Background: an optimization exercise with open tools, aiming at small area, a short achievable clock period and few clock cycles per item. Do not read the settings as production practice.
At most, simulation tests tie the RTL to the original design; equivalence was not proved.
No functional check of the RTL was part of runs 2 and 4.
No activity file was given, so power comes from the tool's default toggle rates.

===== standard.sh =====
#!/bin/bash
# synth_recipe.tcl (not shown) runs the flow's synth.tcl, then flattens the netlist and writes it again
# the make line also repeats each setting of config.mk as NAME=value (left out here)
make -C /OpenROAD-flow-scripts/flow DESIGN_CONFIG=/design/flow/config.mk WORK_HOME=/design/flow/orfs CLKGATE_MAP_FILE= SYNTH_SCRIPT=/design/flow/synth_recipe.tcl "${@:-finish}"

===== config.mk =====
export PLATFORM = sky130hd
export DESIGN_NAME = top
export DESIGN_NICKNAME = top
export VERILOG_FILES = /design/flow/design.v
export SDC_FILE = /design/flow/constraint.sdc
export NUM_CORES = 4
export LEC_CHECK = 0
export CAP_MARGIN = 20
export CORE_MARGIN = 2
export CORE_UTILIZATION = 50
export GPL_TIMING_DRIVEN = 0
export SETUP_SLACK_MARGIN = 0.8
export SLEW_MARGIN = 20

===== design.v =====
module top(
    input start, op, reset, clock,
    input [31:0] data_a, data_b,
    output busy, ready,
    output [31:0] data_o
);
reg        act;    
reg        F;      
reg [29:0] X;      
reg        Un;     
reg [7:0]  Eb;     
reg        R;      
reg        K23;    
wire        sa = data_a[31];
wire        sb = data_b[31];
wire [7:0]  ea = data_a[30:23];
wire [7:0]  eb = data_b[30:23];
wire [23:0] ma = {1'b1, data_a[22:0]};
wire [23:0] mb = {1'b1, data_b[22:0]};
wire [8:0] dab = {1'b0, ea} - {1'b0, eb};
wire [8:0] dba = {1'b0, eb} - {1'b0, ea};
wire       ge  = ~dab[8];
wire       gt  = ge & (dab[7:0] != 8'd0);
wire [7:0] d   = ge ? dab[7:0] : dba[7:0];
wire [4:0] kab = (dab[7:0] > 8'd23) ? 5'd23 : dab[4:0];
wire [4:0] kba = (dba[7:0] > 8'd23) ? 5'd23 : dba[4:0];
wire [4:0] k   = ge ? kab : kba;
wire Fn   = F | ge;
wire negS = (sa & Fn) | (sb & ~Fn);    
wire nega = sa & ~Fn;                  
wire negb = sb & Fn;                   
wire sgnZ = negS ^ op;                 
wire [23:0] nmb = -mb;
wire [23:0] M   = ge ? ma : mb;
wire        special = (data_b == 32'h00000001);
wire [4:0]  ks  = (ea > 8'd23) ? 5'd23 : ea[4:0];
wire [23:0] mar;                                             
genvar gi;
generate for (gi = 0; gi < 24; gi = gi + 1) begin : rev
    assign mar[gi] = ma[23 - gi];
end endgenerate
wire        t23 = mar[ks];                                   
wire        tnz = |(mar[23:1] & ~((23'd1 << ks) - 23'd1));   
wire        s23 = t23 ^ (sa & tnz);                          
wire        cy  = op ? (s23 & tnz)
                     : (s23 | (sa & (ea == 8'd0) & (data_a[22:0] == 23'h000001)));
wire        nm  = act & X[29];
wire [23:0] Zlo = (sgnZ ^ negb ^ nm) ? nmb : mb;
wire [2:0]  Zh0 = ~special ? {3{sgnZ}} : sa ? (op ? 3'd6 : 3'd0) : (op ? 3'd1 : 3'd7);
wire [2:0]  Zh1 = ~special ? {3{sgnZ}} : sa ? (op ? 3'd7 : 3'd1) : (op ? 3'd0 : 3'd6);
wire [2:0]  Zhi = (cy ? Zh1 : Zh0) ^ {3{nm}};
wire [59:0] Zxw = {{30{Zhi[2]}}, Zhi, Zlo, 3'b000} >> k;
wire [29:0] Zx  = Zxw[29:0];
wire [27:0] Uc = {{3{nm}}, M ^ {24{nm}}, nm} + {Zx[29:3], nm};    
wire [26:0] U  = Uc[27:1];
wire done;
always @(posedge clock or posedge reset)
begin
    if (reset) begin
        act <= 1'b0;
        F   <= 1'b0;
    end else begin
        act <= start | (act & ~done);
        if (start)
            F <= Fn;
    end
end
wire [23:0] x    = gt ? mb : ma;
wire        negx = gt ? negb : nega;
wire        xd   = x[d[4:0]];
wire        xnz  = |(x & ((24'd1 << d[4:0]) - 24'd1));
wire        r    = (d < 8'd23) & (xd ^ (negx & xnz));
wire        c    = op ^ sa ^ sb;
wire [7:0]  emin = gt ? eb : ea;
wire        wrap = K23 & ~X[29] & X[27];
wire [2:0]  wj   = X[5:3] + {2'b00, data_b[22:0] != 23'd0};
wire [28:0] V    = X[28:0];
wire        Vnz  = |X;
wire [1:0]  lz   = V[28] ? 2'd0 : V[27] ? 2'd1 : V[26] ? 2'd2 : 2'd3;
assign      done = ~X[29] & (~Vnz | (V[28:25] != 4'd0));
always @(posedge clock)
begin
    X   <= (act & ~X[29]) ? {1'b0, V[24:0], 4'b0000} : {U, Zx[2:0]};
    Un  <= act ? Un : U[26];
    Eb  <= act ? (X[29] ? Eb : Eb - 8'd4) : emin + {3'b000, k} + 8'd2;
    R   <= act ? R : r;
    K23 <= act ? K23 : (k == 5'd23);
end
wire [28:0] Vn   = V << lz;
wire [21:0] f22  = wrap ? -{19'd0, wj} : Vn[26:5];
wire [1:0]  lze  = wrap ? 2'd2 : lz;                  
wire [7:0]  eo   = (~Vnz | (wrap & (wj == 3'd0))) ? emin : Eb - {6'd0, lze};
wire        sign = wrap ? (~negS | (wj == 3'd0))
                 : negS ? (~Un & Vnz) : Un;
wire [21:0] f22m = f22 - 22'd1;
wire [22:0] fo   = (c & R) ? {f22m, 1'b1} : {f22, R};
assign data_o = {sign, eo, fo};
assign ready  = act & done;
assign busy   = act & ~done;
endmodule

===== constraint.sdc =====
create_clock -name core_clock -period 8.0 [get_ports {clock}]
set_input_delay 1.6000 -clock core_clock [delete_from_list [all_inputs] [get_ports {clock}]]
set_output_delay 1.6000 -clock core_clock [all_outputs]
set_load 0.01 [all_outputs]

===== flow/run.sh =====
#!/bin/bash
# Layout flow: the standard flow (standard.sh), with two changes.
# 1. Synthesis is ORFS's own synthesis script, run with a copy of the ORFS
#    scripts folder whose ABC mapping script (abc_speed.script, from this
#    folder) maps for a delay target, and without the full-adder cell
#    mapping (ADDER_MAP_FILE empty). Registers are mapped as before.
# 2. The port buffers are sky130_fd_sc_hd__buf_2 instead of the default
#    delay-cell buffer. Every port still gets its own buffer.
set -euo pipefail
here=$(pwd)
rm -rf "$here/scripts_abc"
cp -r "$FLOW_HOME/scripts" "$here/scripts_abc"
cp "$here/flow/abc_speed.script" "$here/scripts_abc/abc_speed.script"
export BUFFER_PORTS_ARGS="-buffer_cell sky130_fd_sc_hd__buf_2"
bash standard.sh SCRIPTS_DIR="$here/scripts_abc" ADDER_MAP_FILE= synth > synth_make.log 2>&1
bash standard.sh > standard_make.log 2>&1

===== flow/abc_speed.script =====
strash
dch -f
map -D 4000
buffer -c
topo
upsize -c -D 4000
dnsize -c -D 4000

==> summary.txt, run 1 <==
STA
  – Clk_skew: 0.01133 ns
  – Worst-case hold slack: 0.4969 ns
  – Max Slew Vio Count: 0
  – Worst rel slew slack: 28.74%
  – Crit path time final: 6.932 ns
  – Final Hold Viols: 0
  – Min setup slack post-route: 1.068 ns
  – Setup total negative slack: 0 ns
  – Tcrit/Tclk final: 86.65%
  – Unrepaired setup endpoints after global routing: false
  – Setup violators final: 0
  – Worst-Margin Slew: 1.069 ns
  – Peak Freq: 0.1443 GHz

Die
  – Die area: 20170 um^2
  – Starting Density: 50.92%
  – Die width: 142.0 um
  – Ports: 102
  – Die H: 142.0 um
  – Core area: 18710 um^2
  – Site row count: 50

Placed design
  – Post-DP HPWL: 32350 um
  – Placed cell count: 2095
  – Final RePlAce weighted congestion: 1.041
  – IO buf count: 101
  – Dpl cell area: 10320 um^2
  – Pre-CTS setup slack: 0.1021 ns

Logic synthesis
  – FF+latch count, synth: 43
  – Yosys warns: 1
  – Cell Area, Synth: 9525 um^2
  – Post-Synthesis Cells: 1760
  – Syn nets: 1828
  – Unique cell type count in the Yosys netlist: 78
  – Avg Cell Area, Syn: 5.412 um^2
  – Post-synth EDFFs: 11
  – Sequential cell area fraction in the yosys report: 10.30%
  – Main flop type after synthesis: dfxtp_1
  – Async set-reset flop share out of synthesis: 4.651%

Drt
  – Initial DRC Count: 1142
  – Final WL: 38490 um
  – Residual DRC: 0
  – Vias per cell: 5.982
  – Final ANT Viol Nets: 0
  – DR vias: 12660
  – Mean routed wirelength per cell: 18.19 um
  – Drt first pass iters: 6

Setup path
  – Family with the most delay on the worst path: simple AND/OR/NAND/NOR gates
  – R2R Setup Slk: 2.72 ns
  – Max incr delay on CP: 0.36 ns
  – CP bufs+invs: 5
  – Worst Path Arrival: 5.33 ns
  – Crit. End Element: primary output
  – Capturing point of the worst reg2reg path: X[26]$_DFF_P_
  – Crit Path Class: input pin to primary output
  – FF-to-FF path depth: 25
  – Critical path required time: 6.40 ns
  – Crit-path most repeated cell: nor2_1
  – Critical path's slowest cell: nor4_2
  – CP startpoint kind: input pin
  – CP max FO: 10
  – Critical path, cell by cell: buf_2, nor4_2, nand4_1, nor2_4, nand2_1, inv_1, a31oi_1, a21oi_1, nor2_1, clkbuf_1, a221oi_2, inv_1, nor2_1, nand2_1, nor2_1, nand4_1, nor3_4, nand3_1, xor2_1, buf_2
  – Origin of the critical flop-to-flop path: act$_DFF_PP0_

Clock network
  – H-Tree Depth: 2
  – Cts bufs inserted: 5
  – Clk buf depth: 2
  – Clock Latency Late Sink: 0.30 ns
  – CTS Hold Buffers Added: 0
  – Clock-pin transition on the worst setup and hold timing paths: 0.07 ns
  – Root Buffer: clkbuf_16
  – CTS tree: built
  – Clk sinks: 43

Flow run
  – Max capacitance violation total: 0

Hold path
  – Hold depth: 2
  – Hold Crit Class: flip-flop to flip-flop
  – Hold endpoint: X[5]$_DFF_P_
  – Hold_sp: X[1]$_SDFF_PP0_

Status
  – Status: complete, no violations

Power and ir drop
  – PD cells: 393.6 nW/um^2
  – Pwr Total: 4.313 mW
  – Max VDD drop: 0.1308 mV
  – Lkg Pwr: 5.071 nW

Finish
  – Layout area overhead: 15.04%
  – Post-route cell area: 10960 um^2
  – Proportion of layout cells with a drive suffix above 1: 15.04%
  – Final Util: 58.58%
  – ANT cells: 0
  – Non-filler cells, final: 2116
  – Nets: 1949

GRT
  – Largest net degree at the start of global routing: 17
  – Global-route congestion overflow total: 0
  – Vias in the first global route: 11600
  – Initial antenna violation count: 0
  – GR Util All Layers: 37.07%
  – First-pass GRT wire length: 59550 um
## where the power goes
group | leakage (nW) | switching [mW] | internal (mW)
Sequential | 0.386 | 0.104 | 0.349
Clock | 0.0748 | 0.0955 | 0.119
Combinational | 4.61 | 2.46 | 1.19
Total | 5.07 | 2.65 | 1.66
## how the worst max path moves through the flow
stage               start    endpoint  slack (ns)  cells after the start
6_report        data_b[8]  data_o[22]        1.07                     20
3_5_place_dp    data_b[4]  data_o[22]        0.10                     20
4_1_cts         data_b[8]  data_o[22]        0.80                     20
3_3_place_gp   data_a[24]  data_o[29]        0.15                     24
5_1_grt         data_b[8]  data_o[22]        0.72                     20
2_1_floorplan  data_a[24]  data_o[30]        1.46                     21
## cell usage in the layout (no fill, tap or decap), types with 7 or more instances in the layout
cell,count
nand2_1,376
a221oi_1,11
buf_4,15
a21oi_1,88
o31ai_1,7
nor3_1,25
nand3_1,49
nor4_1,16
mux2i_1,9
o21ai_0,144
o21ai_2,20
edfxtp_1,11
xor2_1,69
o21ai_1,48
o21bai_1,8
xnor2_1,14
o211ai_1,19
inv_2,26
nor2_4,9
nor2_1,259
clkbuf_1,35
nor2_2,21
a21oi_2,11
a31oi_1,29
a22oi_1,19
nand4_1,30
inv_1,212
clkinv_1,7
buf_2,111
dfxtp_1,30
o22ai_1,22
## what timing repair did
item / CTS / global route
setup endpoints to repair: 15 / 39
resized for setup: 12 / 83
gates cloned: 0 / 0
buffers inserted: 0 / 13
pin swaps: 0 / 13
## kinds of logic after synthesis
logic type / Yosys count / synth area share (%)
xor+xnor: 85 / 7.894
mux: 9 / 0.9458
flops: 43 / 10.30
buf+inv: 300 / 12.03
compound gates: 487 / 31.08
simple gates: 836 / 37.75
## flip-flops by register name, indices dropped and copies added (netlist names)
register  count
X            30
act           1
F             1
Un            1
K23           1
R             1
Eb            8
## worst min-delay path, cell delays in order, from the launching register on
cell,delay [ns]
dfxtp_1,0.34
nand2_1,0.05
o21ai_0,0.06
## metal layers
| layer | up-vias | wire, um | track usage, % | part of all wire [%] |
|---|---|---|---|---|
| li1 | 6189 | - | - | - |
| met1 | 5743 | 16270 | 47.07 | 42 |
| met2 | 621 | 17950 | 63.34 | 47 |
| met3 | 105 | 2591 | 3.937 | 6.7 |
| met4 | 0 | 1674 | 16.63 | 4.3 |
| met5 | - | 0 | 0 | 0 |
## cell usage after synthesis (4+ instances only)
master    count  share of area [%]
nand2_1     378                 15
o221ai_1      6               0.55
a31oi_1      32                2.1
clkinv_1      8               0.32
dfxtp_1      30                6.3
o21a_1        4               0.32
clkbuf_1     37                1.5
nand3_1      50                2.6
or2_1         5               0.33
inv_2        24               0.95
o21bai_1      8               0.63
o211ai_1     19                1.5
buf_2        13               0.68
xor2_1       70                6.4
nand4_1      30                2.0
nand3b_1      6               0.47
nor4_1       19                1.2
nor2_2       12               0.79
nor3_1       29                1.5
o22ai_1      24                1.6
a21o_1        4               0.32
edfxtp_1     11                3.5
inv_1       213                8.4
a21oi_1      95                5.0
o21ai_2      13                1.2
xnor2_1      14                1.3
mux2i_1       9               0.95
nor2_1      276                 11
a21oi_2       6               0.55
o21ai_0     149                7.8
o31ai_1       8               0.63
a221oi_1     14                1.3
nand2_2       5               0.33
o21ai_1      52                2.7
buf_1         4               0.16
a22oi_1      19                1.5
a221o_1       4               0.42
## final cells by class
cell class	count	area [um^2]
plain buffers	55	241.5
clock buffers	5	125.1
clock inverters	3	26.28
fillers	1994	7747
inverters	245	919.6
multi-input cells	1417	7769
flip-flops and latches	43	980.9
well taps	234	292.8
repair buffers	114	603.1
Testbench counts, summed over its fixed seeds: cycles 6,476, items 3,200.
==> run 2: changes to the inputs <==
--- a/design.v
+++ b/design.v
@@ -11,6 +11,8 @@
 reg [7:0]  Eb;     
 reg        R;      
 reg        K23;    
+reg        GT;     
+reg        BNZ;    
 wire        sa = data_a[31];
 wire        sb = data_b[31];
 wire [7:0]  ea = data_a[30:23];
@@ -21,7 +23,6 @@
 wire [8:0] dba = {1'b0, eb} - {1'b0, ea};
 wire       ge  = ~dab[8];
 wire       gt  = ge & (dab[7:0] != 8'd0);
-wire [7:0] d   = ge ? dab[7:0] : dba[7:0];
 wire [4:0] kab = (dab[7:0] > 8'd23) ? 5'd23 : dab[4:0];
 wire [4:0] kba = (dba[7:0] > 8'd23) ? 5'd23 : dba[4:0];
 wire [4:0] k   = ge ? kab : kba;
@@ -67,13 +68,15 @@
 end
 wire [23:0] x    = gt ? mb : ma;
 wire        negx = gt ? negb : nega;
-wire        xd   = x[d[4:0]];
-wire        xnz  = |(x & ((24'd1 << d[4:0]) - 24'd1));
-wire        r    = (d < 8'd23) & (xd ^ (negx & xnz));
+wire        xd   = x[k];                                   
+wire        xnz  = |(x & ((24'd1 << k) - 24'd1));
+wire        r    = (k != 5'd23) & (xd ^ (negx & xnz));
 wire        c    = op ^ sa ^ sb;
-wire [7:0]  emin = gt ? eb : ea;
+wire [7:0]  emin = GT ? eb : ea;
+wire        negR = F ? sa : sb;      
 wire        wrap = K23 & ~X[29] & X[27];
-wire [2:0]  wj   = X[5:3] + {2'b00, data_b[22:0] != 23'd0};
+wire [2:0]  wj   = X[5:3] + {2'b00, BNZ};
+wire        Uneg = Un | X[29];
 wire [28:0] V    = X[28:0];
 wire        Vnz  = |X;
 wire [1:0]  lz   = V[28] ? 2'd0 : V[27] ? 2'd1 : V[26] ? 2'd2 : 2'd3;
@@ -81,17 +84,19 @@
 always @(posedge clock)
 begin
     X   <= (act & ~X[29]) ? {1'b0, V[24:0], 4'b0000} : {U, Zx[2:0]};
-    Un  <= act ? Un : U[26];
-    Eb  <= act ? (X[29] ? Eb : Eb - 8'd4) : emin + {3'b000, k} + 8'd2;
-    R   <= act ? R : r;
-    K23 <= act ? K23 : (k == 5'd23);
+    Un  <= act & (Un | X[29]);
+    Eb  <= act ? (X[29] ? Eb : Eb - 8'd4) : (gt ? eb : ea) + {3'b000, k} + 8'd2;
+    R   <= r;
+    K23 <= (k == 5'd23);
+    GT  <= gt;
+    BNZ <= (data_b[22:0] != 23'd0);
 end
 wire [28:0] Vn   = V << lz;
 wire [21:0] f22  = wrap ? -{19'd0, wj} : Vn[26:5];
 wire [1:0]  lze  = wrap ? 2'd2 : lz;                  
 wire [7:0]  eo   = (~Vnz | (wrap & (wj == 3'd0))) ? emin : Eb - {6'd0, lze};
-wire        sign = wrap ? (~negS | (wj == 3'd0))
-                 : negS ? (~Un & Vnz) : Un;
+wire        sign = wrap ? (~negR | (wj == 3'd0))
+                 : negR ? (~Uneg & Vnz) : Uneg;
 wire [21:0] f22m = f22 - 22'd1;
 wire [22:0] fo   = (c & R) ? {f22m, 1'b1} : {f22, R};
 assign data_o = {sign, eo, fo};
--- a/config.mk
+++ b/config.mk
@@ -9,5 +9,5 @@
 export CORE_MARGIN = 2
 export CORE_UTILIZATION = 50
 export GPL_TIMING_DRIVEN = 0
-export SETUP_SLACK_MARGIN = 0.8
+export SETUP_SLACK_MARGIN = 0.2
 export SLEW_MARGIN = 20
==> run 2 against run 1 <==
Compared with the run above: power decreased by 0.43%; non-clock buffer count decreased by 3; final area decreased by 2.6%; hold slack got worse by 0.034 ns; clock skew decreased by 0.0075 ns; largest cell class unchanged; area after synthesis increased by 1.3%; critical path depth increased by 3; still clean on timing, DRC and antenna; count of clock-buffer cells in the layout increased by 1; combinational power decreased by 1%; sequential power decreased by 2%.
==> summary.txt, run 2 <==
Die
  – Ports: 102
  – Site row count: 50
  – Die H: 142.9 um
  – Core area: 18830 um^2
  – Die width: 142.9 um
  – Die area: 20430 um^2
  – Starting Density: 51.26%

Setup path
  – FF-to-FF path depth: 26
  – Origin of the critical flop-to-flop path: act$_DFF_PP0_
  – CP max FO: 4
  – Crit Path Class: input pin to primary output
  – Critical path required time: 6.40 ns
  – CP startpoint kind: input pin
  – Crit. End Element: primary output
  – Worst Path Arrival: 5.82 ns
  – Capturing point of the worst reg2reg path: X[26]$_DFF_P_
  – R2R Setup Slk: 3.11 ns

Finish
  – Proportion of layout cells with a drive suffix above 1: 13.69%
  – Layout area overhead: 10.54%
  – Commonest cells after routing, fill and taps aside: nand2_1 (387), nor2_1 (223), inv_1 (210)
  – Nets: 1908
  – Largest regs: X: 30 flops, Eb: 8 flops
  – ANT cells: 0
  – Reg with most FFs: X
  – Max reg flops: 30
  – Commonest non-fill, non-tap cell in the layout: nand2_1
  – Post-route cell area: 10670 um^2

Clock network
  – H-Tree Depth: 2
  – Clk buf depth: 2
  – CTS Hold Buffers Added: 0
  – Clk sinks: 45
  – Cts bufs inserted: 5
  – Setup Buffers After CTS: 0
  – CTS tree: built
  – Clock Latency Late Sink: 0.29 ns
  – Root Buffer: clkbuf_16
  – Clock-pin transition on the worst setup and hold timing paths: 0.06 ns

Drt
  – Vias per cell: 5.855
  – Residual DRC: 0
  – Drt first pass iters: 8
  – Mean routed wirelength per cell: 17.95 um
  – Final WL: 37710 um
  – DR vias: 12300
  – Initial DRC Count: 1207
  – Final ANT Viol Nets: 0

STA
  – Worst rel slew slack: 30.42%
  – Crit path time final: 7.424 ns
  – Unrepaired setup endpoints after global routing: false
  – Peak Freq: 0.1347 GHz
  – Worst-Margin Slew: 1.044 ns
  – Final Hold Viols: 0
  – Setup total negative slack: 0 ns
  – Clk_skew: 0.003819 ns
  – Setup violators final: 0
  – Max Slew Vio Count: 0
  – Tcrit/Tclk final: 92.80%

Logic synthesis
  – Avg Cell Area, Syn: 5.570 um^2
  – Syn nets: 1801
  – Post-Synthesis Cells: 1733
  – Synth area leaders: nand2_1 (15%), nor2_1 (8.7%), inv_1 (8.2%)
  – Yosys warns: 1
  – Post-synth EDFFs: 8
  – Synth top cells by count: nand2_1 (387), nor2_1 (223), inv_1 (210), o21ai_0 (129), a21oi_1 (91)
  – Cell Area, Synth: 9653 um^2
  – Share of the synthesized area in the top cell type: 15.05%
  – Main flop type after synthesis: dfxtp_1
  – Sequential cell area fraction in the yosys report: 10.27%
  – Unique cell type count in the Yosys netlist: 75
  – Largest area contributor in the netlist: nand2_1
  – FF+latch count, synth: 45
  – Async set-reset flop share out of synthesis: 4.444%
  – Top-count cell post-synth: nand2_1

GRT
  – GR Util All Layers: 36.22%
  – Largest net degree at the start of global routing: 16
  – Initial antenna violation count: 0
  – Vias in the first global route: 11060
  – Global-route congestion overflow total: 0
  – First-pass GRT wire length: 58030 um

Placed design
  – Final RePlAce weighted congestion: 1.013
  – IO buf count: 100
  – Dpl cell area: 10480 um^2
  – Post-DP HPWL: 31610 um

Power and ir drop
  – Max VDD drop: 0.2315 mV
  – Switching Fraction: 60.63%
  – Lkg Pwr: 4.973 nW
  – Part of the power in registers: 10.3%
  – PD cells: 402.5 nW/um^2
  – Int Power: 1.691 mW
  – Net Switching: 2.604 mW
  – Combinational share of power: 83.8%
  – Clock network fraction of total power: 5.9%

Status
  – Status: complete, no violations

Hold path
  – Hold Crit Class: flip-flop to flip-flop
  – Hold depth: 2
  – Hold_sp: X[0]$_SDFF_PP0_
  – Hold endpoint: X[4]$_DFF_P_

Flow run
  – Max capacitance violation total: 0
[run 2: cell types whose count changed in the layout (fill, tap and decap cells not counted), sizes merged, moves of 10 or more]
cell	previous run	this run
o21ai	214	203
nand2	384	405
a221oi	14	4
nor2	290	238
a211oi	2	14
o211ai	19	8
nand3	52	74
[run 2: worst max path at each step]
stage	from	to	slack [ns]	depth (start not counted)
after floorplan	op	data_o[22]	1.21	21
after global placement	op	data_o[22]	0.58	23
after detailed placement	op	data_o[22]	0.49	23
after CTS	op	data_o[22]	0.48	23
after global routing	op	data_o[22]	0.21	23
final	op	data_o[22]	0.58	23
[run 2: per-stage QoR]
stage / power (mW) / worst slack, ns / std cells / hold WS, ns / util (%)
final: 4.295 / 0.5758 / 2101 / 0.4633 / 56.66
after global routing: 4.662 / 0.2138 / 2101 / 0.4997 / 56.66
after CTS: 4.194 / 0.4826 / 2101 / 0.4695 / 56.63
after detailed placement: 3.923 / 0.4942 / 2093 / 0.4523 / 55.65
after global placement: 3.894 / 0.5803 / 2093 / 0.4500 / 55.65
after floorplan: 2.959 / 1.215 / 1733 / 0.4283 / -
[run 2: logic make-up after synthesis]
| group | after synthesis | synth area share, % |
|---|---|---|
| mux | 11 | 1.141 |
| simple gates | 818 | 38.22 |
| compound gates | 473 | 30.41 |
| xor+xnor | 84 | 7.699 |
| flops | 45 | 10.27 |
| buf+inv | 302 | 12.26 |
[run 2: area by class of cell]
class                           instances  area, um^2
Tap cell                              260       325.3
Clock buffer                            6       150.1
Buffer                                 66       297.8
Inverter                              236       885.9
Sequential cell                        45       991.0
Clock inverter                          2       35.03
Fill cell                            2029        8160
Multi-Input combinational cell       1386        7485
Timing Repair Buffer                  100       500.5
[run 2: timing repair]
action	in CTS	in global routing
resized for setup	0	1
endpoints found under the hold margin	0	0
setup endpoints to repair	0	1
[run 2: worst max-delay path, stage by stage]
cell,delay [ns]
buf_2,0.12
inv_1,0.10
nand2_1,0.10
nand2_1,0.12
inv_1,0.08
nand2_1,0.06
nand3_1,0.17
or3_1,0.45
nor2_1,0.21
inv_1,0.13
nor4_2,0.30
nand2_1,0.10
or2_2,0.30
nor2_1,0.20
nand2_1,0.13
nor2_1,0.15
nand3_1,0.12
or2_2,0.33
or4_1,0.48
nor2_1,0.19
nand2_1,0.09
xor2_1,0.15
buf_2,0.15
[run 2: per-layer routing]
metal | vias up | routed length [um] | GRT usage, %
met2 | 585 | 16330 | 58.55
li1 | 6049 | - | -
met5 | - | 0 | 0
met3 | 69 | 3427 | 4.091
met1 | 5598 | 16700 | 50.46
met4 | 0 | 1262 | 11.15
[run 2: power by group through the flow]
| stage | combinational, mW | sequential [mW] | clock [mW] |
|---|---|---|---|
| after floorplan | 2.55 | 0.413 | 0 |
| after global placement | 3.45 | 0.444 | 0 |
| after detailed placement | 3.48 | 0.447 | 0 |
| after CTS | 3.50 | 0.443 | 0.255 |
| after global routing | 3.94 | 0.453 | 0.264 |
| final | 3.60 | 0.443 | 0.254 |
==> run 3: changes to the inputs <==
--- a/design.v
+++ b/design.v
@@ -6,7 +6,7 @@
 );
 reg        act;    
 reg        F;      
-reg [29:0] X;      
+reg [28:0] X;      
 reg        Un;     
 reg [7:0]  Eb;     
 reg        R;      
@@ -45,14 +45,14 @@
 wire        s23 = t23 ^ (sa & tnz);                          
 wire        cy  = op ? (s23 & tnz)
                      : (s23 | (sa & (ea == 8'd0) & (data_a[22:0] == 23'h000001)));
-wire        nm  = act & X[29];
+wire        nm  = act & X[28];
 wire [23:0] Zlo = (sgnZ ^ negb ^ nm) ? nmb : mb;
 wire [2:0]  Zh0 = ~special ? {3{sgnZ}} : sa ? (op ? 3'd6 : 3'd0) : (op ? 3'd1 : 3'd7);
 wire [2:0]  Zh1 = ~special ? {3{sgnZ}} : sa ? (op ? 3'd7 : 3'd1) : (op ? 3'd0 : 3'd6);
 wire [2:0]  Zhi = (cy ? Zh1 : Zh0) ^ {3{nm}};
-wire [59:0] Zxw = {{30{Zhi[2]}}, Zhi, Zlo, 3'b000} >> k;
-wire [29:0] Zx  = Zxw[29:0];
-wire [27:0] Uc = {{3{nm}}, M ^ {24{nm}}, nm} + {Zx[29:3], nm};    
+wire [57:0] Zxw = {{29{Zhi[2]}}, Zhi, Zlo, 2'b00} >> k;
+wire [28:0] Zx  = Zxw[28:0];
+wire [27:0] Uc = {{3{nm}}, M ^ {24{nm}}, nm} + {Zx[28:2], nm};    
 wire [26:0] U  = Uc[27:1];
 wire done;
 always @(posedge clock or posedge reset)
@@ -74,25 +74,25 @@
 wire        c    = op ^ sa ^ sb;
 wire [7:0]  emin = GT ? eb : ea;
 wire        negR = F ? sa : sb;      
-wire        wrap = K23 & ~X[29] & X[27];
-wire [2:0]  wj   = X[5:3] + {2'b00, BNZ};
-wire        Uneg = Un | X[29];
-wire [28:0] V    = X[28:0];
+wire        wrap = K23 & ~X[28] & X[26];
+wire [2:0]  wj   = X[4:2] + {2'b00, BNZ};
+wire        Uneg = Un | X[28];
+wire [27:0] V    = X[27:0];
 wire        Vnz  = |X;
-wire [1:0]  lz   = V[28] ? 2'd0 : V[27] ? 2'd1 : V[26] ? 2'd2 : 2'd3;
-assign      done = ~X[29] & (~Vnz | (V[28:25] != 4'd0));
+wire [1:0]  lz   = V[27] ? 2'd0 : V[26] ? 2'd1 : V[25] ? 2'd2 : 2'd3;
+assign      done = ~X[28] & (~Vnz | (V[27:24] != 4'd0));
 always @(posedge clock)
 begin
-    X   <= (act & ~X[29]) ? {1'b0, V[24:0], 4'b0000} : {U, Zx[2:0]};
-    Un  <= act & (Un | X[29]);
-    Eb  <= act ? (X[29] ? Eb : Eb - 8'd4) : (gt ? eb : ea) + {3'b000, k} + 8'd2;
+    X   <= (act & ~X[28]) ? {1'b0, V[23:0], 4'b0000} : {U, Zx[1:0]};
+    Un  <= act & (Un | X[28]);
+    Eb  <= act ? (X[28] ? Eb : Eb - 8'd4) : (gt ? eb : ea) + {3'b000, k} + 8'd2;
     R   <= r;
     K23 <= (k == 5'd23);
     GT  <= gt;
     BNZ <= (data_b[22:0] != 23'd0);
 end
-wire [28:0] Vn   = V << lz;
-wire [21:0] f22  = wrap ? -{19'd0, wj} : Vn[26:5];
+wire [27:0] Vn   = V << lz;
+wire [21:0] f22  = wrap ? -{19'd0, wj} : Vn[25:4];
 wire [1:0]  lze  = wrap ? 2'd2 : lz;                  
 wire [7:0]  eo   = (~Vnz | (wrap & (wj == 3'd0))) ? emin : Eb - {6'd0, lze};
 wire        sign = wrap ? (~negR | (wj == 3'd0))
--- a/config.mk
+++ b/config.mk
@@ -9,5 +9,5 @@
 export CORE_MARGIN = 2
 export CORE_UTILIZATION = 50
 export GPL_TIMING_DRIVEN = 0
-export SETUP_SLACK_MARGIN = 0.2
+export SETUP_SLACK_MARGIN = 0.8
 export SLEW_MARGIN = 20
==> run 3 against run 2 <==
Compared with the run above: synthesized cell count down 1.6%; power is 9.8% lower; largest power group unchanged; still clean on timing, DRC and antenna; register-to-register slack worse by 0.30 ns; critical endpoint is now X[27]$_DFF_P_.
==> summary.txt, run 3 <==
Flow run
  – Max capacitance violation total: 0

STA
  – Final Hold Viols: 0
  – Setup total negative slack: 0 ns
  – Setup violators final: 0
  – Worst-Margin Slew: 1.011 ns
  – Peak Freq: 0.1471 GHz
  – Tcrit/Tclk final: 84.97%
  – Clk_skew: 0.007757 ns
  – Min setup slack post-route: 1.203 ns
  – Worst rel slew slack: 32.61%
  – Crit path time final: 6.797 ns
  – Max Slew Vio Count: 0
  – Unrepaired setup endpoints after global routing: true

Finish
  – Commonest non-fill, non-tap cell in the layout: nand2_1
  – Layout area overhead: 10.70%
  – Filler cell count: 2003
  – Proportion of layout cells with a drive suffix above 1: 14.67%
  – Largest regs: X: 29 flops, Eb: 8 flops
  – ANT cells: 0
  – Final Util: 56.84%
  – Reg with most FFs: X
  – Nets: 1880
  – Max reg flops: 29
  – Commonest cells after routing, fill and taps aside: nand2_1 (363), nor2_1 (254), inv_1 (190)

Setup path
  – Critical path's slowest cell: o21ai_1
  – Max incr delay on CP: 0.31 ns
  – Worst Path Arrival: 6.95 ns
  – CP max FO: 6
  – Crit-path most repeated cell: nand2_1
  – Crit Path Class: input pin to flip-flop
  – Crit. End Element: flip-flop
  – Critical path required time: 8.16 ns
  – CP startpoint kind: input pin

Placed design
  – Pre-CTS setup slack: 0.8675 ns
  – IO buf count: 99
  – Final RePlAce weighted congestion: 1.044
  – Post-DP HPWL: 30580 um

Logic synthesis
  – Largest area contributor in the netlist: nand2_1
  – Async set-reset flop share out of synthesis: 4.545%
  – Post-synth EDFFs: 8
  – Cell Area, Synth: 9286 um^2
  – Synth area leaders: nand2_1 (15%), nor2_1 (11%), inv_1 (7.7%)
  – FF+latch count, synth: 44
  – Synth top cells by count: nand2_1 (363), nor2_1 (260), inv_1 (190), o21ai_0 (122), a21oi_1 (88)
  – Main flop type after synthesis: dfxtp_1
  – Syn nets: 1774
  – Unique cell type count in the Yosys netlist: 76
  – Top-count cell post-synth: nand2_1
  – Post-Synthesis Cells: 1706
  – Share of the synthesized area in the top cell type: 14.67%
  – Sequential cell area fraction in the yosys report: 10.46%
  – Yosys warns: 1
  – Avg Cell Area, Syn: 5.443 um^2

Clock network
  – Clk buf depth: 2
  – CTS Hold Buffers Added: 0
  – Clock Latency Late Sink: 0.29 ns
  – H-Tree Depth: 2
  – CTS tree: built
  – Clk sinks: 44
  – Clock-pin transition on the worst setup and hold timing paths: 0.07 ns
  – Setup Buffers After CTS: 0
  – Cts bufs inserted: 5
  – Root Buffer: clkbuf_16
  – Post_cts resized: 0

Die
  – Core area: 18090 um^2
  – Die area: 19680 um^2
  – Ports: 102
  – Site row count: 49
  – Die H: 140.3 um
  – Starting Density: 51.35%
  – Die width: 140.3 um

Status
  – Status: complete, no violations

GRT
  – Vias in the first global route: 10910
  – Initial antenna violation count: 0
  – Global-route congestion overflow total: 0
  – GR Util All Layers: 36.29%
  – First-pass GRT wire length: 57350 um
  – Largest net degree at the start of global routing: 16

Drt
  – Vias per cell: 5.890
  – Residual DRC: 0
  – Drt first pass iters: 8
  – DR vias: 12030
  – Final WL: 36010 um
  – Initial DRC Count: 1317
  – Final ANT Viol Nets: 0
  – Mean routed wirelength per cell: 17.63 um

Power and ir drop
  – Lkg Pwr: 4.828 nW
  – PD cells: 376.8 nW/um^2
  – Max VDD drop: 0.2255 mV

Hold path
  – Hold Crit Class: flip-flop to flip-flop
==> run 3: cells by family (layout without fill, tap and decap cells) <==
logic type,after synthesis,after routing,synth area share [%]
buffers and inverters,302,409,12.66
AO/OA/AOI/OAI,446,446,29.53
flip-flops,44,44,10.46
multiplexers,10,10,1.078
XOR/XNOR,89,89,8.475
AND/OR/NAND/NOR,815,815,37.79
==> run 3: layout make-up <==
| class | count | area, um^2 | share of cell area, % |
|---|---|---|---|
| Multi-Input combinational cell | 1360 | 7202 | 70.06 |
| Sequential cell | 44 | 970.9 | 9.445 |
| Inverter | 238 | 898.4 | 8.739 |
| Timing Repair Buffer | 99 | 495.5 | 4.820 |
| Tap cell | 229 | 286.5 | 2.787 |
| Buffer | 64 | 279.0 | 2.714 |
| Clock buffer | 5 | 125.1 | 1.217 |
| Clock inverter | 3 | 22.52 | 0.2191 |
==> run 3: per-stage QoR <==
stage,hold slack (ns),cells,instance area (um^2),power [mW]
2_1_floorplan,0.4302,1706,9286,2.683
3_3_place_gp,0.4523,2034,10070,3.552
3_5_place_dp,0.4825,2034,10070,3.572
4_1_cts,0.4856,2042,10220,3.788
5_1_grt,0.4953,2042,10280,4.253
6_report,0.4843,2042,10280,3.873
==> run 3: final timing paths <==
path / start / end / slack, ns / depth (start not counted)
hold reg to reg: X[9]$_DFF_P_ / X[13]$_DFF_P_ / 0.48 / 2
max in group asynchronous: reset / act$_DFF_PP0_ / 6.71 / 2
setup reg to reg: act$_DFF_PP0_ / X[25]$_DFF_P_ / 2.81 / 27
setup / recovery: data_a[29] / X[27]$_DFF_P_ / 1.20 / 36
min in group asynchronous: reset / F$_DFFE_PP0P_ / 1.16 / 2
hold / removal: X[9]$_DFF_P_ / X[13]$_DFF_P_ / 0.48 / 2
==> run 3: power breakdown <==
part | internal, mW | total (mW) | switching, mW
sequential | 0.348 | 0.443 | 0.0948
combinational | 1.06 | 3.22 | 2.16
clock | 0.116 | 0.207 | 0.0901
==> run 3: per-layer routing <==
layer,wire length (um),share of wire [%],GRT usage [%]
met1,15830,44,51.61
met2,15100,42,56.60
met3,3405,9.5,3.111
met4,1673,4.6,14.73
met5,0,0,0
==> run 3: critical path, delay by kind of cell <==
family	cells	cell delay, ns
simple gates	21	2.72
buf+inv	2	0.20
xor+xnor	1	0.29
compound gates	12	2.12
Testbench counts of run 3, summed over its fixed seeds: cycles 6,476, items 3,200.
==> run 4: changes to the inputs <==
--- a/design.v
+++ b/design.v
@@ -10,6 +10,7 @@
 reg        Un;     
 reg [7:0]  Eb;     
 reg        R;      
+reg        CR;     
 reg        K23;    
 reg        GT;     
 reg        BNZ;    
@@ -71,7 +72,6 @@
 wire        xd   = x[k];                                   
 wire        xnz  = |(x & ((24'd1 << k) - 24'd1));
 wire        r    = (k != 5'd23) & (xd ^ (negx & xnz));
-wire        c    = op ^ sa ^ sb;
 wire [7:0]  emin = GT ? eb : ea;
 wire        negR = F ? sa : sb;      
 wire        wrap = K23 & ~X[28] & X[26];
@@ -87,6 +87,7 @@
     Un  <= act & (Un | X[28]);
     Eb  <= act ? (X[28] ? Eb : Eb - 8'd4) : (gt ? eb : ea) + {3'b000, k} + 8'd2;
     R   <= r;
+    CR  <= r & (op ^ sa ^ sb);
     K23 <= (k == 5'd23);
     GT  <= gt;
     BNZ <= (data_b[22:0] != 23'd0);
@@ -98,7 +99,7 @@
 wire        sign = wrap ? (~negR | (wj == 3'd0))
                  : negR ? (~Uneg & Vnz) : Uneg;
 wire [21:0] f22m = f22 - 22'd1;
-wire [22:0] fo   = (c & R) ? {f22m, 1'b1} : {f22, R};
+wire [22:0] fo   = {CR ? f22m : f22, R};
 assign data_o = {sign, eo, fo};
 assign ready  = act & done;
 assign busy   = act & ~done;
==> flow/abc_speed.script (replaced) <==
strash
dch -f
map -D 4500
buffer -c
topo
upsize -c -D 4500
dnsize -c -D 4500
--- a/config.mk
+++ b/config.mk
@@ -9,5 +9,5 @@
 export CORE_MARGIN = 2
 export CORE_UTILIZATION = 50
 export GPL_TIMING_DRIVEN = 0
-export SETUP_SLACK_MARGIN = 0.8
+export SETUP_SLACK_MARGIN = 1.2
 export SLEW_MARGIN = 20
==> run 4 against run 3 <==
Compared with the run above: still clean on timing, DRC and antenna; clock power fell by 6%; sequential cell count up 1; critical path depth decreased by 11; maximum frequency is 3.7% lower; clock skew shrank 0.0021 ns; sequential power is 3% higher; setup slack worse by 0.26 ns; non-clock buffer count is 57 higher; via count increased by 1.6%; core utilization up 6.9 points; area after synthesis decreased by 3.3%; critical endpoint is now X[24]$_DFF_P_; highest routed layer unchanged.
==> summary.txt, run 4 <==
Clock network
  – Clock-pin transition on the worst setup and hold timing paths: 0.06 ns
  – CTS tree: built
  – Clk buf depth: 2
  – Clk sinks: 45
  – Clock Latency Late Sink: 0.28 ns
  – Root Buffer: clkbuf_16
  – H-Tree Depth: 2
  – CTS Hold Buffers Added: 0
  – Cts bufs inserted: 5

Drt
  – Residual DRC: 0
  – Final WL: 37540 um
  – Mean routed wirelength per cell: 18.38 um
  – Final ANT Viol Nets: 0
  – DR vias: 12220
  – Vias per cell: 5.982
  – Drt first pass iters: 6
  – Initial DRC Count: 1369

Die
  – Ports: 102
  – Die width: 138.0 um
  – Die area: 19060 um^2
  – Starting Density: 50.53%
  – Die H: 138.0 um
  – Core area: 17780 um^2
  – Site row count: 49

Logic synthesis
  – Main flop type after synthesis: dfxtp_1
  – Unique cell type count in the Yosys netlist: 75
  – Share of the synthesized area in the top cell type: 14.21%
  – Async set-reset flop share out of synthesis: 4.444%
  – Synth area leaders: nand2_1 (14%), nor2_1 (11%), o21ai_0 (8.9%)
  – Sequential cell area fraction in the yosys report: 11.03%
  – Cell Area, Synth: 8984 um^2
  – Post-synth EDFFs: 8
  – Avg Cell Area, Syn: 5.451 um^2
  – FF+latch count, synth: 45
  – Syn nets: 1716
  – Top-count cell post-synth: nand2_1
  – Synth top cells by count: nand2_1 (340), nor2_1 (260), inv_1 (195), o21ai_0 (160), a21oi_1 (102)
  – Largest area contributor in the netlist: nand2_1
  – Post-Synthesis Cells: 1648
  – Yosys warns: 1

Placed design
  – Post-DP HPWL: 29730 um
  – Placed cell count: 1977
  – Final RePlAce weighted congestion: 1.057
  – IO buf count: 100
  – Pre-CTS setup slack: -0.05814 ns

Finish
  – Filler cell count: 1705
  – Commonest non-fill, non-tap cell in the layout: nand2_1
  – ANT cells: 0
  – Largest regs: X: 29 flops, Eb: 8 flops
  – Non-filler cells, final: 2043
  – Max reg flops: 29
  – Nets: 1881
  – Layout area overhead: 26.21%
  – Commonest cells after routing, fill and taps aside: nand2_1 (306), nor2_1 (217), inv_1 (188)
  – Final Util: 63.77%
  – Reg with most FFs: X
  – Proportion of layout cells with a drive suffix above 1: 24.20%

Setup path
  – Critical path's slowest cell: nor4_1
  – CP bufs+invs: 3
  – FF-to-FF path depth: 27
  – CP max FO: 5
  – Max incr delay on CP: 0.98 ns
  – CP startpoint kind: input pin
  – Worst Path Arrival: 7.22 ns
  – Crit. End Element: flip-flop
  – Stages on worst setup path: 25
  – Family with the most delay on the worst path: simple AND/OR/NAND/NOR gates
  – Critical path required time: 8.16 ns
  – Crit Path Class: input pin to flip-flop

STA
  – Clk_skew: 0.005678 ns
  – Final Hold Viols: 0
  – Worst-case hold slack: 0.4754 ns
  – Worst-Margin Slew: 1.140 ns
  – Setup violators final: 0
  – Worst rel slew slack: 23.29%
  – Unrepaired setup endpoints after global routing: true
  – Peak Freq: 0.1417 GHz
  – Crit path time final: 7.056 ns
  – Max Slew Vio Count: 0
  – Min setup slack post-route: 0.9436 ns
  – Tcrit/Tclk final: 88.20%

Flow run
  – Max capacitance violation total: 0

GRT
  – Vias in the first global route: 10740
  – Initial antenna violation count: 0
  – Global-route congestion overflow total: 0
  – Largest net degree at the start of global routing: 16
  – First-pass GRT wire length: 56810 um
  – GR Util All Layers: 36.40%

Power and ir drop
  – PD cells: 403.2 nW/um^2
  – Max VDD drop: 0.3010 mV
  – Pwr Total: 4.572 mW
  – Lkg Pwr: 5.126 nW

Hold path
  – Hold depth: 2
  – Hold Crit Class: flip-flop to flip-flop

Status
  – Status: complete, no violations
[run 4: changes by cell type in the layout (fill, tap and decap cells not counted), moves of 12 or more]
cell,before,now
buf_4,3,56
nor2_1,254,217
o21ai_2,9,24
o21ai_1,65,52
nand2_2,11,36
nor2_4,4,23
o21ai_0,122,135
a21oi_2,2,22
inv_2,44,25
a31oi_1,32,20
nand2_1,363,306
[run 4: cells by family (layout without fill, tap and decap cells)]
kind of cell	Yosys count	in the layout	share of synthesized area [%]
simple gates	764	765	36.03
buf+inv	282	447	12.12
compound gates	454	454	30.60
xor+xnor	96	96	9.443
flops	45	45	11.03
mux	7	7	0.7800
[run 4: what timing repair did]
item | 4_1_cts | 5_1_grt
gates resized for setup | 90 | 188
buffers inserted | 17 | 40
endpoints found under the setup margin | 29 | 29
pin swaps | 28 | 83
gates cloned | 1 | 0
[run 4: layout make-up]
cell class | instances | area [um^2] | share of cell area [%]
Timing Repair Buffer | 157 | 962.2 | 8.486
Multi-Input combinational cell | 1322 | 7849 | 69.22
Buffer | 63 | 277.8 | 2.450
Clock inverter | 2 | 10.01 | 0.08828
Inverter | 219 | 833.3 | 7.349
Clock buffer | 6 | 128.9 | 1.137
Tap cell | 229 | 286.5 | 2.527
Sequential cell | 45 | 991.0 | 8.740
[run 4: per-stage QoR]
| step | TNS [ns] | area (um^2) |
|---|---|---|
| floorplan | 0 | 8984 |
| global placement | 0 | 9771 |
| detailed placement | -0.08407 | 9771 |
| CTS | 0 | 10360 |
| global route | 0 | 11340 |
| finish | 0 | 11340 |
[run 4: report_power, final]
part	leakage (nW)	internal [mW]	switching (mW)
Clock	0.0706	0.115	0.0803
Sequential	0.397	0.355	0.102
Combinational	4.66	1.43	2.49
[run 4: path summary, 6_finish.rpt]
| path | from | end | slack [ns] |
|---|---|---|---|
| max | data_b[28] | X[24]$_DFF_P_ | 0.94 |
| min | X[0]$_SDFF_PP0_ | X[4]$_DFF_P_ | 0.48 |
| max reg2reg | act$_DFF_PP0_ | X[24]$_DFF_P_ | 2.79 |
| min reg2reg | X[0]$_SDFF_PP0_ | X[4]$_DFF_P_ | 0.48 |
| max in group asynchronous | reset | F$_DFFE_PP0P_ | 6.69 |
| min in group asynchronous | reset | act$_DFF_PP0_ | 1.17 |
[run 4: tightest hold or removal path, delay by kind of cell (launching register included)]
family	cells	cell delay, ns
flops	1	0.33
compound gates	1	0.06
simple gates	1	0.05
[run 4: per-layer routing]
metal	GRT usage, %	vias to the layer above	routed length, um
li1	-	5851	-
met4	13.80	0	1673
met2	58.70	699	16680
met5	0	-	0
met3	5.023	117	3659
met1	49.52	5555	15530
==> run 5: changes to the inputs <==
--- a/design.v
+++ b/design.v
@@ -5,6 +5,8 @@
     output [31:0] data_o
 );
 reg        act;    
+reg        fst;    
+reg        CY;     
 reg        F;      
 reg [28:0] X;      
 reg        Un;     
@@ -46,11 +48,12 @@
 wire        s23 = t23 ^ (sa & tnz);                          
 wire        cy  = op ? (s23 & tnz)
                      : (s23 | (sa & (ea == 8'd0) & (data_a[22:0] == 23'h000001)));
-wire        nm  = act & X[28];
+wire        sp1 = fst & special;
+wire        nm  = act & X[28] & ~sp1;
 wire [23:0] Zlo = (sgnZ ^ negb ^ nm) ? nmb : mb;
 wire [2:0]  Zh0 = ~special ? {3{sgnZ}} : sa ? (op ? 3'd6 : 3'd0) : (op ? 3'd1 : 3'd7);
 wire [2:0]  Zh1 = ~special ? {3{sgnZ}} : sa ? (op ? 3'd7 : 3'd1) : (op ? 3'd0 : 3'd6);
-wire [2:0]  Zhi = (cy ? Zh1 : Zh0) ^ {3{nm}};
+wire [2:0]  Zhi = (CY ? Zh1 : Zh0) ^ {3{nm}};
 wire [57:0] Zxw = {{29{Zhi[2]}}, Zhi, Zlo, 2'b00} >> k;
 wire [28:0] Zx  = Zxw[28:0];
 wire [27:0] Uc = {{3{nm}}, M ^ {24{nm}}, nm} + {Zx[28:2], nm};    
@@ -60,9 +63,11 @@
 begin
     if (reset) begin
         act <= 1'b0;
+        fst <= 1'b0;
         F   <= 1'b0;
     end else begin
         act <= start | (act & ~done);
+        fst <= start;
         if (start)
             F <= Fn;
     end
@@ -80,13 +85,14 @@
 wire [27:0] V    = X[27:0];
 wire        Vnz  = |X;
 wire [1:0]  lz   = V[27] ? 2'd0 : V[26] ? 2'd1 : V[25] ? 2'd2 : 2'd3;
-assign      done = ~X[28] & (~Vnz | (V[27:24] != 4'd0));
+assign      done = ~sp1 & ~X[28] & (~Vnz | (V[27:24] != 4'd0));
 always @(posedge clock)
 begin
-    X   <= (act & ~X[28]) ? {1'b0, V[23:0], 4'b0000} : {U, Zx[1:0]};
-    Un  <= act & (Un | X[28]);
-    Eb  <= act ? (X[28] ? Eb : Eb - 8'd4) : (gt ? eb : ea) + {3'b000, k} + 8'd2;
+    X   <= (act & ~X[28] & ~sp1) ? {1'b0, V[23:0], 4'b0000} : {U, Zx[1:0]};
+    Un  <= act & (Un | nm);
+    Eb  <= act ? ((X[28] | sp1) ? Eb : Eb - 8'd4) : (gt ? eb : ea) + {3'b000, k} + 8'd2;
     R   <= r;
+    CY  <= cy;
     CR  <= r & (op ^ sa ^ sb);
     K23 <= (k == 5'd23);
     GT  <= gt;
--- a/config.mk
+++ b/config.mk
@@ -9,5 +9,5 @@
 export CORE_MARGIN = 2
 export CORE_UTILIZATION = 50
 export GPL_TIMING_DRIVEN = 0
-export SETUP_SLACK_MARGIN = 1.2
+export SETUP_SLACK_MARGIN = 0.8
 export SLEW_MARGIN = 20
==> run 5 against run 4 <==
Compared with the run above: cell count decreased by 4.2%; non-clock buffer count fell by 49; count of clock-buffer cells in the layout fell by 1; core utilization is 5.4 points lower; clock skew up 0.0013 ns.
==> summary.txt, run 5 <==
Finish
  – Reg with most FFs: X
  – Filler cell count: 1865
  – Max reg flops: 29
  – Nets: 1800
  – ANT cells: 0
  – Commonest cells after routing, fill and taps aside: nand2_1 (373), nor2_1 (233), inv_1 (194)
  – Proportion of layout cells with a drive suffix above 1: 13.21%
  – Final Util: 58.37%
  – Area occupied by multi-input gates: 6970 um^2
  – Commonest non-fill, non-tap cell in the layout: nand2_1
  – Non-filler cells, final: 1958
  – Layout area overhead: 14.03%
  – Sequential cell area: 1036 um^2
  – Largest regs: X: 29 flops, Eb: 8 flops

Hold path
  – Hold depth: 2
  – Hold Crit Class: flip-flop to flip-flop
  – Hold_sp: Un$_DFF_P_
  – Hold endpoint: Un$_DFF_P_

Drt
  – Final ANT Viol Nets: 0
  – Final WL: 33920 um
  – Residual DRC: 0
  – Drt first pass iters: 5
  – Vias per cell: 5.761
  – Initial DRC Count: 901
  – Mean routed wirelength per cell: 17.32 um
  – DR vias: 11280

GRT
  – Top Usage Layer GRT: met2
  – Met2 Use GR: 56.50%
  – Largest net degree at the start of global routing: 17
  – Met3 GRT Util: 7.148%
  – Grt met1 use: 45.47%
  – Initial antenna violation count: 1
  – Vias in the first global route: 10240
  – Global-route congestion overflow total: 0
  – GR Util All Layers: 35.26%
  – First-pass GRT wire length: 51950 um

Setup path
  – Origin of the critical flop-to-flop path: act$_DFF_PP0_
  – Critical path required time: 8.17 ns
  – CP bufs+invs: 9
  – Crit. End Element: flip-flop
  – Crit Path Class: input pin to flip-flop
  – Capturing point of the worst reg2reg path: X[24]$_DFF_P_
  – R2R Setup Slk: 2.95 ns
  – Family with the most delay on the worst path: compound AO/OA/AOI/OAI gates
  – Crit-path most repeated cell: inv_1
  – CP max FO: 10
  – Max incr delay on CP: 0.81 ns
  – Critical path's slowest cell: nor2_1
  – FF-to-FF path depth: 27
  – Worst Path Arrival: 7.01 ns
  – CP startpoint kind: input pin

Clock network
  – CTS tree: built
  – Clock-pin transition on the worst setup and hold timing paths: 0.07 ns
  – Root Buffer: clkbuf_16
  – Cts bufs inserted: 5
  – Clock Latency Late Sink: 0.29 ns
  – CTS Hold Buffers Added: 0
  – Clk sinks: 47
  – H-Tree Depth: 2
  – Clk buf depth: 2

Logic synthesis
  – Sequential cell area fraction in the yosys report: 11.70%
  – Largest area contributor in the netlist: nand2_1
  – Main flop type after synthesis: dfxtp_1
  – Synth top cells by count: nand2_1 (377), nor2_1 (243), inv_1 (194), o21ai_0 (147), a21oi_1 (108)
  – Yosys warns: 1
  – Post-synth EDFFs: 8
  – Synth area leaders: nand2_1 (16%), nor2_1 (10%), o21ai_0 (8.3%)
  – Share of the synthesized area in the top cell type: 15.98%
  – Unique cell type count in the Yosys netlist: 65
  – Avg Cell Area, Syn: 5.482 um^2
  – Async set-reset flop share out of synthesis: 6.383%
  – Cell Area, Synth: 8853 um^2
  – Post-Synthesis Cells: 1615
  – FF+latch count, synth: 47
  – Syn nets: 1683
  – Top-count cell post-synth: nand2_1

Power and ir drop
  – PD cells: 399.8 nW/um^2
  – Max VDD drop: 0.3125 mV
  – Lkg Pwr: 4.735 nW

Die
  – Ports: 102
  – Die width: 137.1 um
  – Starting Density: 51.19%
  – Die H: 137.1 um
  – Die area: 18790 um^2
  – Site row count: 48
  – Core area: 17300 um^2

Status
  – Status: complete, no violations

STA
  – Worst rel slew slack: 27.71%
  – Unrepaired setup endpoints after global routing: true
  – Final Hold Viols: 0
  – Setup total negative slack: 0 ns
  – Setup violators final: 0
  – Peak Freq: 0.1462 GHz
  – Tcrit/Tclk final: 85.51%
  – Clk_skew: 0.006949 ns
  – Worst-Margin Slew: 1.080 ns
  – Crit path time final: 6.841 ns
  – Max Slew Vio Count: 0

Flow run
  – Max capacitance violation total: 0

Placed design
  – Placed cell count: 1940
  – IO buf count: 100
  – Final RePlAce weighted congestion: 1.038
  – Post-DP HPWL: 28150 um
-- run 5: cell count changes in the layout (fill, tap and decap cells not counted), sizes merged, moves of 7 or more --
cell    change
nand2      +33
o21bai      -7
nand3      -13
buf        -42
xnor2      +27
inv        -10
xor2       -24
nor2       -21
clkbuf      -8
a31oi      -14
o21ai      -18
o22ai       +7
mux2i       +8
-- run 5: power by group --
part / total (mW) / internal (mW) / switching (mW)
clock: 0.242 / 0.149 / 0.0929
combinational: 3.32 / 1.15 / 2.17
sequential: 0.476 / 0.369 / 0.107
total: 4.04 / 1.67 / 2.37
-- run 5: worst max path at each step --
stage	slack [ns]	cells past startpoint	to	start
final	1.16	33	X[22]$_DFF_P_	data_b[23]
after global routing	0.71	37	X[25]$_DFF_P_	data_b[19]
after CTS	0.88	31	X[22]$_DFF_P_	data_b[17]
after detailed placement	0.60	31	X[22]$_DFF_P_	data_b[17]
after global placement	0.63	31	X[22]$_DFF_P_	data_b[17]
after floorplan	2.03	38	X[23]$_DFF_P_	data_a[25]
-- run 5: kinds of logic (layout without fill, tap and decap cells) --
logic type	Yosys count	count (layout)	synth area share [%]
AOI/OAI and AO/OA	442	442	30.41
xor gates and xnor gates	99	99	9.794
buffers and inverters	268	386	11.90
DFF	47	47	11.70
muxes	15	15	1.696
and+or+nand+nor	744	744	34.50
-- run 5: tightest hold or removal path, cell delays in order (launching register included) --
cell and delay (ns):
dfxtp_1 0.32, nand2_1 0.07, nand2_1 0.05
-- run 5: layout make-up --
type,count,area share (%)
multi-input cells,1300,69.04
repair buffers,110,5.701
clock buffers,5,1.239
well taps,225,2.788
inverters,207,7.721
clock inverters,3,0.4709
flip-flops and latches,47,10.26
plain buffers,61,2.776
-- run 5: timing repair --
action | in CTS | in global routing
buffers inserted | 0 | 10
setup endpoints to repair | 0 | 21
resized for setup | 0 | 57
hold endpoints to repair | 0 | 0
-- run 5: layer usage --
metal	wire (um)	part of all wire, %
met1	14570	43
met2	14840	44
met3	2835	8.4
met4	1656	4.9
met5	13	0.038
-- run 5: metrics by stage --
stage               cell area, um^2  hold WS [ns]  power, mW  setup WS [ns]
floorplan                      8853        0.4296      2.723          2.027
finish                        10100        0.4766      4.037          1.159
global placement               9635        0.4617      3.582         0.6279
CTS                            9808        0.4748      3.868         0.8815
global route                  10100        0.4947      4.422         0.7065
detailed placement             9635        0.4647      3.610         0.6014
Testbench counts of run 5, summed over its fixed seeds: cycles 6,476, items 3,200.
==> run 6: changes to the inputs <==
--- a/design.v
+++ b/design.v
@@ -72,11 +72,12 @@
             F <= Fn;
     end
 end
-wire [23:0] x    = gt ? mb : ma;
-wire        negx = gt ? negb : nega;
-wire        xd   = x[k];                                   
-wire        xnz  = |(x & ((24'd1 << k) - 24'd1));
-wire        r    = (k != 5'd23) & (xd ^ (negx & xnz));
+wire [22:0] below = (23'd1 << k) - 23'd1;
+wire        nza  = |(data_a[22:0] & below);
+wire        nzb  = |(data_b[22:0] & below);
+wire        ra   = ma[k] ^ (nega & nza);
+wire        rb   = Zx[2] ^ ((sgnZ ^ nm) & nzb);
+wire        r    = (k != 5'd23) & (gt ? rb : ra);
 wire [7:0]  emin = GT ? eb : ea;
 wire        negR = F ? sa : sb;      
 wire        wrap = K23 & ~X[28] & X[26];
--- a/config.mk
+++ b/config.mk
@@ -7,7 +7,8 @@
 export LEC_CHECK = 0
 export CAP_MARGIN = 20
 export CORE_MARGIN = 2
-export CORE_UTILIZATION = 50
+export CORE_UTILIZATION = 60
+export CTS_BUF_LIST = sky130_fd_sc_hd__clkbuf_8
 export GPL_TIMING_DRIVEN = 0
 export SETUP_SLACK_MARGIN = 0.8
 export SLEW_MARGIN = 20
==> run 6 against run 5 <==
Compared with the run above: die area decreased by 16%; final area fell by 3.8%; wire length fell by 5.8%; critical path depth did not move; still clean on timing, DRC and antenna; setup slack lost 0.075 ns; clock power fell by 41%.
==> summary.txt, run 6 <==
Logic synthesis
  – Top-count cell post-synth: nand2_1
  – Async set-reset flop share out of synthesis: 6.383%
  – Avg Cell Area, Syn: 5.606 um^2
  – Sequential cell area fraction in the yosys report: 11.73%
  – Largest area contributor in the netlist: nand2_1
  – Yosys warns: 1
  – Synth area leaders: nand2_1 (15%), nor2_1 (10%), dfxtp_1 (8.2%)
  – Synth top cells by count: nand2_1 (349), nor2_1 (243), inv_1 (172), o21ai_0 (129), a21oi_1 (99)
  – Post-synth EDFFs: 8
  – Cell Area, Synth: 8835 um^2
  – Share of the synthesized area in the top cell type: 14.83%
  – Main flop type after synthesis: dfxtp_1
  – FF+latch count, synth: 47
  – Post-Synthesis Cells: 1576
  – Unique cell type count in the Yosys netlist: 76
  – Syn nets: 1644

Finish
  – Commonest non-fill, non-tap cell in the layout: nand2_1
  – Largest regs: X: 29 flops, Eb: 8 flops
  – Max reg flops: 29
  – Commonest cells after routing, fill and taps aside: nand2_1 (347), nor2_1 (241), inv_1 (172)
  – Proportion of layout cells with a drive suffix above 1: 12.23%
  – ANT cells: 0
  – Reg with most FFs: X
  – Nets: 1751
  – Layout area overhead: 9.984%

Clock network
  – Cts bufs inserted: 5
  – Clk buf depth: 2
  – CTS tree: built
  – Clock Latency Late Sink: 0.30 ns
  – H-Tree Depth: 2
  – Clk sinks: 47
  – Clock-pin transition on the worst setup and hold timing paths: 0.09 ns
  – CTS Hold Buffers Added: 0
  – Root Buffer: clkbuf_8

STA
  – Worst-Margin Slew: 1.076 ns
  – Setup total negative slack: 0 ns
  – Peak Freq: 0.1446 GHz
  – Clk_skew: 0.004782 ns
  – Crit path time final: 6.916 ns
  – Max Slew Vio Count: 0
  – Setup violators final: 0
  – Min setup slack post-route: 1.084 ns
  – Tcrit/Tclk final: 86.45%
  – Final Hold Viols: 0
  – Worst rel slew slack: 27.89%
  – Worst-case hold slack: 0.4859 ns
  – Unrepaired setup endpoints after global routing: false

Flow run
  – Max capacitance violation total: 0

Setup path
  – CP startpoint kind: input pin
  – Critical path required time: 8.22 ns
  – CP max FO: 10
  – Critical path's slowest cell: nor2_1
  – Crit Path Class: input pin to flip-flop
  – Max incr delay on CP: 0.47 ns
  – Worst Path Arrival: 7.13 ns
  – Crit. End Element: flip-flop

Placed design
  – Pre-CTS setup slack: 0.6466 ns
  – Final RePlAce weighted congestion: 1.078
  – IO buf count: 100
  – Post-DP HPWL: 26550 um

GRT
  – GR Util All Layers: 39.33%
  – Global-route congestion overflow total: 0
  – First-pass GRT wire length: 51190 um
  – Initial antenna violation count: 1
  – Largest net degree at the start of global routing: 16
  – Vias in the first global route: 10300

Drt
  – Final WL: 31970 um
  – Vias per cell: 6.109
  – Initial DRC Count: 1385
  – Max Used Layer: met4
  – Met3 wire length: 3270 um
  – DR vias: 11410
  – Metal1 wirelength: 13350 um
  – Mean routed wirelength per cell: 17.11 um
  – Residual DRC: 0
  – WL met2: 13530 um
  – Final ANT Viol Nets: 0
  – Drt first pass iters: 7

Power and ir drop
  – Lkg Pwr: 4.496 nW
  – PD cells: 396.4 nW/um^2
  – Max VDD drop: 0.2649 mV
  – Pwr Total: 3.852 mW

Die
  – Core area: 14480 um^2
  – Die width: 125.3 um
  – Die area: 15710 um^2
  – Site row count: 44
  – Starting Density: 61.02%
  – Die H: 125.3 um
  – Ports: 102

Hold path
  – Hold Crit Class: flip-flop to flip-flop

Status
  – Status: complete, no violations
[run 6: layout make-up]
type | count | area (um^2)
sequential | 47 | 1036
buffer | 55 | 251.5
clock inverter | 3 | 20.02
inverter | 197 | 739.5
tap | 184 | 230.2
multi-input combinational | 1277 | 6870
fill | 1449 | 4762
clock buffer | 5 | 68.82
timing repair buffer | 100 | 500.5
[run 6: power breakdown]
part	total, mW	leakage [nW]	internal (mW)	switching (mW)
Clock	0.143	0.0402	0.0609	0.0825
Combinational	3.23	4.04	1.13	2.10
Sequential	0.475	0.418	0.368	0.106
[run 6: path summary, 6_finish.rpt]
path	from	end	slack, ns	cells past startpoint
hold / removal	X[19]$_DFF_P_	X[23]$_DFF_P_	0.49	2
min in group asynchronous	reset	act$_DFF_PP0_	1.16	2
max in group asynchronous	reset	fst$_DFF_PP0_	6.69	2
setup / recovery	data_a[24]	X[28]$_SDFF_PP0_	1.08	33
hold reg to reg	X[19]$_DFF_P_	X[23]$_DFF_P_	0.49	2
setup reg to reg	act$_DFF_PP0_	X[28]$_SDFF_PP0_	2.58	24
[run 6: cell families (layout without fill, tap and decap cells)]
family	count (synthesis)	count (layout)	synth area share, %
AO/OA/AOI/OAI	444	444	31.48
AND/OR/NAND/NOR	720	720	33.98
buffers and inverters	252	360	11.16
multiplexers	14	14	1.586
flip-flops	47	47	11.73
XOR/XNOR	99	99	10.07
[run 6: critical path: cells and delay by family]
kind / cells / cell delay, ns
buffers and inverters: 9 / 0.99
and+or+nand+nor: 11 / 1.81
AOI/OAI and AO/OA: 11 / 2.27
xor gates and xnor gates: 2 / 0.47
[run 6: per-stage QoR]
step	util (%)	instance area, um^2	instances
floorplan	-	8835	1576
global placement	66.06	9565	1860
detailed placement	66.06	9565	1860
CTS	66.68	9654	1868
global route	67.11	9717	1868
finish	67.11	9717	1868
[run 6: metal layers]
layer  GRT usage, %  vias up
met3          5.306      118
met4          19.35        0
met2          62.79      688
li1               -     5530
met1          52.33     5076
met5              0        -
[run 6: timing repair]
item                       in CTS  in global routing
setup buffers                   0                  0
gates resized for setup         0                 21
setup endpoints to repair       0                 17
Testbench counts of run 6, summed over its fixed seeds: cycles 6,476, items 3,200.

port drivers added, routing unchanged:
In the flow no input, the clock included, has a driving cell. The finished layouts below were timed again as built, in two steps. Step 1 assumes that a clkbuf_16 drives the clock port and a buf_2 every other input. Step 2, shift: input delay + t, output delay - t, t = (earliest + latest rising clock arrival at the registers) / 2. This alone moves slack from input paths to output paths. Slacks: ideal ports / drivers / drivers and shift; pairs: ideal ports / drivers.
| run | t (ns) | setup slack, ns | latest minus earliest clock arrival (ns) | slew at the worst register clock pin (ns) | cell pins on the clock port's net |
|---|---|---|---|---|---|
| run 1 | 0.333 | 1.068 / 1.047 / 0.857 | 0.011 / 0.012 | 0.07 / 0.07 | 1 |
| run 2 | 0.322 | 0.576 / 0.555 / 0.493 | 0.004 / 0.004 | 0.06 / 0.06 | 1 |
| run 3 | 0.321 | 1.203 / 1.215 / 0.895 | 0.009 / 0.009 | 0.07 / 0.07 | 1 |
| run 4 | 0.312 | 0.944 / 0.950 / 0.638 | 0.005 / 0.006 | 0.06 / 0.06 | 1 |
| run 5 | 0.322 | 1.159 / 1.174 / 0.852 | 0.008 / 0.007 | 0.07 / 0.07 | 1 |
| run 6 | 0.332 | 1.084 / 1.090 / 0.759 | 0.005 / 0.005 | 0.09 / 0.09 | 1 |
After both steps every run listed still meets setup and hold. For run 6, which loses most, drivers alone change the setup slack by +0.006 ns; drivers and shift together by -0.325 ns.
